This is an optimization exercise on Yosys and OpenROAD, whose aim is a short achievable clock period and few clock cycles per item, not a production implementation.
Where RTL was checked, it was by simulation tests only, not by an equivalence proof against the original.
The flow treats the clock pin as an ideal source, which a real chip does not have.
Power and IR drop assume default switching activity.

## main
Design processor, start of the top module:
module processor(
	input clk,
	input rst,
	input [15:0] instruction,
	output reg [3:0] address,
	output reg [15:0] result,
	output reg retire
	);
	reg [7:0] wd_lo;	 
	reg [7:0] wd_hi;	 
	reg zero;		 
	reg [1:0] pred [15:0];	 
	integer q;
	reg [3:0] pc_n;		 
	wire [3:0] f_op = instruction[15:12];
	wire [2:0] f_ra = instruction[11:9];
	wire [2:0] f_rb = instruction[8:6];
	wire [3:0] f_tgt = instruction[11:8];
	wire f_jmp = (f_op == 4'b1000);
	wire f_br = (f_op == 4'b1100);
	reg d_valid;
	reg [15:0] d_ir;
	reg d_pend, d_pred;
	reg [3:0] d_pc1;
	reg d_tk;		 
	reg d_load, d_add, d_addi, d_sub, d_subi, d_mov, d_same;
	reg d_byp;		 
	reg d_byp2;		 
	reg [7:0] d_sel;	 
	reg [7:0] d_selh;	 
	reg e_valid;
	reg [2:0] e_ra;
	reg [7:0] e_x;
	reg e_cin;
	reg e_sum, e_shl, e_xsel, e_hold;
	reg e_zcmp, e_zone;
	reg e_pend, e_pred;
	reg [3:0] e_pc1, e_pcn, e_tgt;
	reg e_byp;
	reg [7:0] e_sel;
	reg e_use_b, e_use_i, e_neg, e_sign;
	reg h_valid;
	reg [2:0] h_ra;
	reg [7:0] h_x;
	reg h_c8, h_b7, h_eqlo;
	reg [7:0] h_a;
	reg h_sum, h_shl, h_xsel, h_hold;
	reg h_zcmp, h_zone;
	reg h_pend, h_pred;
	reg [3:0] h_pc1, h_pcn, h_tgt;
	wire [127:0] rf_all;
	wire [7:0] rf_written;
	reg mis_q;
	reg [3:0] fix_q;
  ...
Settings: LEC_CHECK=0, ABC_CLOCK_PERIOD_IN_PS=1800, CAP_MARGIN=20, CORE_MARGIN=2, CORE_UTILIZATION=50, CTS_BUF_LIST=sky130_fd_sc_hd__clkbuf_16, CTS_CLUSTER_DIAMETER=200, CTS_CLUSTER_SIZE=25, SETUP_SLACK_MARGIN=3.6, SLEW_MARGIN=20; clock period 5.5 ns.
standard.sh (not shown) runs the stock make flow with config.mk's settings and CLKGATE_MAP_FILE= SYNTH_SCRIPT=/design/flow/synth_recipe.tcl, a recipe that flattens the netlist after the stock synthesis.
==> flow/flow/run.sh <==
#!/bin/bash
# Standard ORFS layout with two changes:
#  1. synthesis and the later repair steps are not allowed some slow cells
#     (4-input OR/NOR stacks, 4:1 muxes, adder cells and similar); the list in
#     flow/dont_use.txt is added to the platform's don't-use list;
#  2. after CTS the root buffer is removed, so the clock port drives the
#     tree's first level (two buffers) directly. Every register keeps the same
#     number of buffer levels.
set -euo pipefail
here=$(pwd)
du="$(make -s -C "$FLOW_HOME" DESIGN_CONFIG="$here/config.mk" WORK_HOME="$here/orfs_du" print-DONT_USE_CELLS | sed 's/^DONT_USE_CELLS: //') $(tr '\n' ' ' < "$here/flow/dont_use.txt")"
echo "DONT_USE_CELLS=$du" > "$here/dont_use_cells.log"
bash standard.sh cts "DONT_USE_CELLS=$du" > "$here/standard_cts.log" 2>&1
openroad -no_init -exit "$here/flow/drop_root.tcl" > "$here/drop_root.log" 2>&1
bash standard.sh finish "DONT_USE_CELLS=$du" > "$here/standard_finish.log" 2>&1
Other scripts of this flow, unchanged in this note and not shown: flow/flow/dont_use.txt, flow/flow/drop_root.tcl
Setup changes, main to the feature branch
-- flow/design.v --
<<< main, line 81
	reg [7:0] wd_hi;	 
	reg zero;		 
	reg [1:0] pred [15:0];	 
	integer q;
	reg [3:0] pc_n;		 
	wire [3:0] f_op = instruction[15:12];
>>> the feature branch, line 81
	reg [7:0] wd_hi;	 
	reg zero;		 
	reg pred;		 
	reg [3:0] pc_n;		 
	wire [3:0] f_op = instruction[15:12];
<<< main, line 120
	reg h_pend, h_pred;
	reg [3:0] h_pc1, h_pcn, h_tgt;
	wire [127:0] rf_all;
	wire [7:0] rf_written;
>>> the feature branch, line 119
	reg h_pend, h_pred;
	reg [3:0] h_pc1, h_pcn, h_tgt;
	wire c8, eq_lo, eq_hi;
	wire [127:0] rf_all;
	wire [7:0] rf_written;
<<< main, line 126
	wire mispredict = mis_q;
	wire [3:0] fix_h = zero ? h_tgt : h_pc1;
	wire d_live = d_valid & ~mispredict;
	wire e_live = e_valid & ~mispredict;
	wire f_unknown = d_valid & (d_sub | d_subi) | e_zcmp | e_zone | h_zcmp | h_zone;
	wire [3:0] pc = ~pc_n;
	wire f_guess = pred[pc][1];
	wire f_taken = f_jmp | (f_br & (f_unknown ? f_guess : zero));
	wire [3:0] f_pc1 = pc + 4'd1;
>>> the feature branch, line 126
	wire mispredict = mis_q;
	wire [3:0] fix_h = zero ? h_tgt : h_pc1;
	wire d_live = d_valid & ~mispredict & ~e_redirect;
	wire e_live = e_valid & ~mispredict;
	wire e_subop = e_zcmp | e_zone;
	wire h_subop = h_zcmp | h_zone;
	wire f_unknown = d_valid & (d_sub | d_subi) | e_subop | h_subop;
	wire est_h = h_zone | (h_zcmp & h_eqlo);
	wire e_repred = e_live & e_pend & h_subop;
	wire e_redirect = e_repred & (est_h ^ e_pred);
	wire [3:0] fix_e = est_h ? e_tgt : e_pc1;
	wire [3:0] pc = ~pc_n;
	wire f_guess = (d_valid & (d_sub | d_subi)) | e_subop ? pred : est_h;
	wire f_taken = f_jmp | (f_br & (f_unknown ? f_guess : zero));
	wire [3:0] f_pc1 = pc + 4'd1;
<<< main, line 145
	end
	wire [7:0] wd_lo_next, wd_hi_next;
	wire c8, eq_lo, eq_hi;
	regfile _regfile(
		.clk(clk),
>>> the feature branch, line 151
	end
	wire [7:0] wd_lo_next, wd_hi_next;
	regfile _regfile(
		.clk(clk),
<<< main, line 209
			wd_hi <= 0;
			zero <= 0;
			for (q = 0; q < 16; q = q + 1) pred[q] <= 2'b01;
			d_valid <= 0;
			d_pend <= 0;
>>> the feature branch, line 214
			wd_hi <= 0;
			zero <= 0;
			pred <= 0;
			d_valid <= 0;
			d_pend <= 0;
<<< main, line 231
			retire <= 0;
		end else begin
			address <= mispredict ? fix_q : f_next;
			pc_n <= ~(mispredict ? fix_q : f_next);
			d_valid <= ~mispredict;
			d_pend <= f_br & f_unknown;
			e_valid <= d_live;
>>> the feature branch, line 236
			retire <= 0;
		end else begin
			address <= mispredict ? fix_q : e_redirect ? fix_e : f_next;
			pc_n <= ~(mispredict ? fix_q : e_redirect ? fix_e : f_next);
			d_valid <= ~mispredict & ~e_redirect;
			d_pend <= f_br & f_unknown;
			e_valid <= d_live;
<<< main, line 252
			h_zone <= e_zone & ~mispredict;
			h_pend <= e_pend & ~mispredict;
			mis_q <= e_pend & ~mispredict & (zero_next ^ e_pred);
			wd_hi <= wd_hi_next;
			zero <= zero_next;
			if (h_pend) begin
				if (zero && pred[h_pc1 - 4'd1] != 2'b11)
					pred[h_pc1 - 4'd1] <= pred[h_pc1 - 4'd1] + 2'd1;
				if (!zero && pred[h_pc1 - 4'd1] != 2'b00)
					pred[h_pc1 - 4'd1] <= pred[h_pc1 - 4'd1] - 2'd1;
			end
			retire <= h_valid;
		end
>>> the feature branch, line 257
			h_zone <= e_zone & ~mispredict;
			h_pend <= e_pend & ~mispredict;
			mis_q <= e_pend & ~mispredict & (zero_next ^ (e_repred ? est_h : e_pred));
			wd_hi <= wd_hi_next;
			zero <= zero_next;
			if (h_pend)
				pred <= zero;
			retire <= h_valid;
		end
<<< main, line 301
		h_eqlo <= eq_lo;
		h_a <= wd_lo;
		h_pred <= e_pred;
		h_pc1 <= e_pc1;
		h_pcn <= e_pcn;
		fix_q <= zero_next ? e_tgt : e_pc1;
		h_tgt <= e_tgt;
>>> the feature branch, line 302
		h_eqlo <= eq_lo;
		h_a <= wd_lo;
		h_pred <= e_repred ? est_h : e_pred;
		h_pc1 <= e_pc1;
		h_pcn <= e_repred ? fix_e : e_pcn;
		fix_q <= zero_next ? e_tgt : e_pc1;
		h_tgt <= e_tgt;
In the feature branch the delay of the slowest cell on the worst path turned out 120 ps lower than in main. [compare] base=main new=the feature branch: critical path depth -6, number of synthesized flops with an enable pin fell 32, worst setup slack now larger, cell area lost about 14%. Comparing the feature branch and main, the lower register bit count reported by yosys was measured on the feature branch. Against main, the feature branch reports a routing usage on met3 that is higher. For main, the most common cell after layout, fill and taps aside was sky130_fd_sc_hd__edfxtp_1, unlike the feature branch, where it was sky130_fd_sc_hd__dfxtp_1. Going from main to the feature branch, arrival time reported for the critical path endpoint decreased by 1620 ps relative to the old numbers; utilization of the core after routing now sits higher.
No functional check of the RTL was part of any run of this note.

Setup of 03-19:
processor, a different RTL version from the one above (not shown whole).
Size in the first run: roughly 39 I/O pins, about 11000 um^2 of cells after synthesis.
clock: 5.5 ns
lec_check: 0
abc_clock_period_in_ps: 1800
cap_margin: 20
core_margin: 2
core_utilization: 50
cts_buf_list: sky130_fd_sc_hd__clkbuf_16
cts_cluster_diameter: 200
cts_cluster_size: 25
setup_slack_margin: 3.6
slew_margin: 20
==> flow/flow/dont_use.txt <==
sky130_fd_sc_hd__or4_*
sky130_fd_sc_hd__or4b_*
sky130_fd_sc_hd__or4bb_*
sky130_fd_sc_hd__nor4_*
sky130_fd_sc_hd__nor4b_*
sky130_fd_sc_hd__nor4bb_*
sky130_fd_sc_hd__o41a_*
sky130_fd_sc_hd__o41ai_*
sky130_fd_sc_hd__o2111a_*
sky130_fd_sc_hd__o2111ai_*
sky130_fd_sc_hd__a2111o_*
sky130_fd_sc_hd__a2111oi_*
sky130_fd_sc_hd__or3_*
sky130_fd_sc_hd__or3b_*
sky130_fd_sc_hd__nor3_*
sky130_fd_sc_hd__nor3b_*
sky130_fd_sc_hd__o311a_*
sky130_fd_sc_hd__o311ai_*
sky130_fd_sc_hd__o32a_*
sky130_fd_sc_hd__o32ai_*
sky130_fd_sc_hd__o31a_*
sky130_fd_sc_hd__o31ai_*
sky130_fd_sc_hd__maj3_*
sky130_fd_sc_hd__mux4_*
sky130_fd_sc_hd__fa_*
sky130_fd_sc_hd__ha_*
==> flow/flow/drop_root.tcl <==
# Remove the clock tree's root buffer: the clock port then drives the first
# level of the tree directly. Reads and rewrites 4_cts.odb.
set base [file join [pwd] orfs results sky130hd bench base]
set P $::env(FLOW_HOME)/platforms/sky130hd
read_liberty $P/lib/sky130_fd_sc_hd__tt_025C_1v80.lib
read_db [file join $base 4_cts.odb]
read_sdc [file join $base 4_cts.sdc]
set block [ord::get_db_block]
set root [$block findInst clkbuf_0_clk]
if {$root eq "NULL"} { error "no root buffer clkbuf_0_clk" }
set innet [[$root findITerm A] getNet]
set onet [[$root findITerm X] getNet]
set n 0
foreach it [$onet getITerms] {
  if {[$it getInst] == $root} { continue }
  $it disconnect
  $it connect $innet
  incr n
}
if {$n > 4} { error "root buffer drives $n cells; the port may drive at most 4" }
[$root findITerm A] disconnect
[$root findITerm X] disconnect
odb::dbInst_destroy $root
odb::dbNet_destroy $onet
puts "root buffer removed; clock port now drives $n cells"
source $P/setRC.tcl
set_propagated_clock [all_clocks]
estimate_parasitics -placement
report_clock_latency
report_worst_slack -max
report_worst_slack -min
write_db [file join $base 4_cts.odb]
Scripts as last shown in full above: flow/flow/run.sh
Testbench counts of 03-19, summed over its fixed seeds: cycles 20,127, instrs 19,200.
diff inputs: 03-19 => 06-23
diff --git a/flow/design.v b/flow/design.v
--- a/flow/design.v
+++ b/flow/design.v
@@ -112,32 +112,41 @@
 	reg h_valid;
 	reg [2:0] h_ra;
 	reg [7:0] h_x;
 	reg h_c8, h_b7, h_eqlo;
 	reg [7:0] h_a;
 	reg h_sum, h_shl, h_xsel, h_hold;
 	reg h_zcmp, h_zone;
 	reg h_pend, h_pred;
 	reg [3:0] h_pc1, h_pcn, h_tgt;
 	wire [127:0] rf_all;
 	wire [7:0] rf_written;
-	reg mis_q;
-	reg [3:0] fix_q;
-	wire mispredict = mis_q;
+	wire e_subop = e_zcmp | e_zone;
+	wire h_subop = h_zcmp | h_zone;
+	wire res_d = d_valid & d_pend & ~e_subop & ~h_subop;
+	wire res_e = e_pend & ~h_subop;
+	wire mis_h = h_pend & (zero ^ h_pred);
+	wire mis_e = res_e & (zero ^ e_pred) & ~mis_h;
+	wire mis_d = res_d & (zero ^ d_pred) & ~mis_h & ~mis_e;
+	wire mispredict = mis_h;		 
+	wire kill_d = mis_h | mis_e;		 
+	wire kill_f = kill_d | mis_d;		 
 	wire [3:0] fix_h = zero ? h_tgt : h_pc1;
-	wire d_live = d_valid & ~mispredict;
+	wire [3:0] fix_e = zero ? e_tgt : e_pc1;
+	wire [3:0] fix_d = zero ? d_ir[11:8] : d_pc1;
+	wire [3:0] fix_pc = mis_h ? fix_h : mis_e ? fix_e : fix_d;
+	wire d_live = d_valid & ~kill_d;
 	wire e_live = e_valid & ~mispredict;
 	wire f_unknown = d_valid & (d_sub | d_subi) | e_zcmp | e_zone | h_zcmp | h_zone;
+	wire f_taken = f_jmp | (f_br & (f_unknown ? pred : zero));
 	wire [3:0] pc = ~pc_n;
-	wire f_guess = pred;
-	wire f_taken = f_jmp | (f_br & (f_unknown ? f_guess : zero));
 	wire [3:0] f_pc1 = pc + 4'd1;
 	wire [3:0] f_next = f_taken ? f_tgt : f_pc1;
 	wire f_byp = d_valid & (f_rb == d_ir[11:9]);
 	wire f_byp2 = ~f_byp & e_valid & (f_rb == e_ra);
 	reg [7:0] f_wr_lo, f_wr_hi;
 	integer m;
 	always @(*) begin
 		for (m = 0; m < 8; m = m + 1) begin
 			f_wr_lo[m] = rf_written[m] | (h_valid & (h_ra == m));
 			f_wr_hi[m] = f_wr_lo[m] | (e_valid & (e_ra == m));
 		end
@@ -218,88 +227,85 @@
 			e_zcmp <= 0;
 			e_zone <= 0;
 			e_pend <= 0;
 			h_valid <= 0;
 			h_sum <= 0;
 			h_shl <= 0;
 			h_xsel <= 0;
 			h_hold <= 1;
 			h_zcmp <= 0;
 			h_zone <= 0;
 			h_pend <= 0;
-			mis_q <= 0;
 			retire <= 0;
 		end else begin
-			address <= mispredict ? fix_q : f_next;
-			pc_n <= ~(mispredict ? fix_q : f_next);
-			d_valid <= ~mispredict;
+			address <= kill_f ? fix_pc : f_next;
+			pc_n <= ~(kill_f ? fix_pc : f_next);
+			d_valid <= ~kill_f;
 			d_pend <= f_br & f_unknown;
 			e_valid <= d_live;
 			e_sum <= d_live & ((d_add | d_sub) & ~d_same | d_addi | d_subi);
 			e_shl <= d_live & d_add & d_same;
 			e_xsel <= d_live & (d_load | d_mov & ~d_same | d_sub & d_same);
 			e_hold <= ~d_live | ~(d_load | d_add | d_addi | d_sub | d_subi | d_mov) | d_mov & d_same;
 			e_zcmp <= d_live & (d_sub & ~d_same | d_subi);
 			e_zone <= d_live & d_sub & d_same;
-			e_pend <= d_live & d_pend;
+			e_pend <= d_live & d_pend & ~res_d;
 			wd_lo <= wd_lo_next;
 			h_valid <= e_live;
 			h_sum <= e_sum & ~mispredict;
 			h_shl <= e_shl & ~mispredict;
 			h_xsel <= e_xsel & ~mispredict;
 			h_hold <= e_hold | mispredict;
 			h_zcmp <= e_zcmp & ~mispredict;
 			h_zone <= e_zone & ~mispredict;
-			h_pend <= e_pend & ~mispredict;
-			mis_q <= e_pend & ~mispredict & (zero_next ^ e_pred);
+			h_pend <= e_pend & ~mispredict & ~res_e;
 			wd_hi <= wd_hi_next;
 			zero <= zero_next;
-			if (h_pend)
+			if (h_pend | res_e | res_d)
 				pred <= zero;
 			retire <= h_valid;
 		end
 	end
 	always @(posedge clk) begin
 		d_ir <= instruction;
-		d_pred <= f_guess;
+		d_pred <= pred;
 		d_pc1 <= f_pc1;
 		d_tk <= f_taken;
 		d_load <= (f_op == 4'b0001);
 		d_add <= (f_op == 4'b0010);
 		d_addi <= (f_op == 4'b1010);
 		d_sub <= (f_op == 4'b0011);
 		d_subi <= (f_op == 4'b1011);
 		d_mov <= (f_op == 4'b1110);
 		d_same <= (f_ra == f_rb);
 		d_byp <= f_byp;
 		d_byp2 <= f_byp2;
 		for (k = 0; k < 8; k = k + 1)
 			d_sel[k] <= ~f_byp & ~f_byp2 & (f_rb == k) & f_wr_lo[k];
 		for (k = 0; k < 8; k = k + 1)
 			d_selh[k] <= ~f_byp & (f_rb == k) & f_wr_hi[k];
 		e_ra <= d_ir[11:9];
 		e_x <= d_x;
 		e_cin <= d_neg;
 		e_pred <= d_pred;
 		e_pc1 <= d_pc1;
-		e_pcn <= d_pcn;
+		e_pcn <= res_d ? fix_d : d_pcn;
 		e_tgt <= d_ir[11:8];
 		e_byp <= d_byp;
 		e_sel <= d_selh;
 		e_use_b <= d_use_b;
 		e_use_i <= d_use_i;
 		e_neg <= d_neg;
 		e_sign <= d_ir[7];
 		h_ra <= e_ra;
 		h_x <= e_xh;
 		h_c8 <= c8;
 		h_b7 <= wd_lo[7];
 		h_eqlo <= eq_lo;
 		h_a <= wd_lo;
 		h_pred <= e_pred;
 		h_pc1 <= e_pc1;
-		h_pcn <= e_pcn;
-		fix_q <= zero_next ? e_tgt : e_pc1;
+		h_pcn <= res_e ? fix_e : e_pcn;
 		h_tgt <= e_tgt;
 		result <= {h_pend ? fix_h : h_pcn, 3'b000, zero_next, h_a};
 	end
 endmodule
- 06-23 ended with more first-iteration DRC count than 03-19.
- From 03-19 to 06-23 the numbers moved as follows: proportion of power drawn by the clock network moved up; fraction of met3 tracks used by global routing level.
- 06-23 does worse than 03-19 on global-route wire length before repair.
- 03-19 tops out at a higher clock frequency than 06-23.
- Compared with 03-19, in 06-23 combined area of all synthesized cells level, total power moved down.
- Min met1 track demand over resource across 06-23 and 03-19: 03-19
- Between 06-23 and 03-19, the logic gate share of total power figures differ only marginally.
- Net switching power (lower): 06-23
- | share of final-layout standard cells stronger than drive strength 1 | higher: 06-23 |
- Of 06-23 and 03-19, the run reporting the higher number of global-route vias before repair was 06-23.
Testbench counts of 06-23, summed over its fixed seeds: cycles 20,100, instrs 19,200.

==> what the ideal ports hide <==
In the flow no input, the clock included, has a driving cell. The finished layouts below were timed again as built, in two steps. Step 1 sets driving cells, clkbuf_16 on the clock port and buf_2 on the other inputs (assumed; they add their load-dependent delay and slew). Step 2 also shifts input and output timing later by t, the mid clock arrival at the registers, as if the neighbouring blocks saw the same clock. Slacks: no drivers / after step 1 / after step 2; pairs: no drivers / after step 1.
run | shift t [ns] | slack for setup (ns) | worst hold slack (ns) | worst setup path at the end | pins driven straight from the clock port
main | 0.433 | 3.205 / 3.205 / 3.008 | 0.332 / 0.332 / 0.332 | input to register | 2
the feature branch | 0.418 | 3.576 / 3.515 / 3.189 | 0.338 / 0.338 / 0.338 | input to register | 2
03-19 | 0.416 | 3.591 / 3.534 / 3.192 | 0.333 / 0.333 / 0.333 | input to register | 2
06-23 | 0.413 | 3.504 / 3.524 / 3.111 | 0.334 / 0.334 / 0.334 | input to register | 2
After both steps setup and hold are still met in every run listed. For 03-19, which loses most, drivers alone change the setup slack by -0.057 ns; drivers and shift together by -0.399 ns.
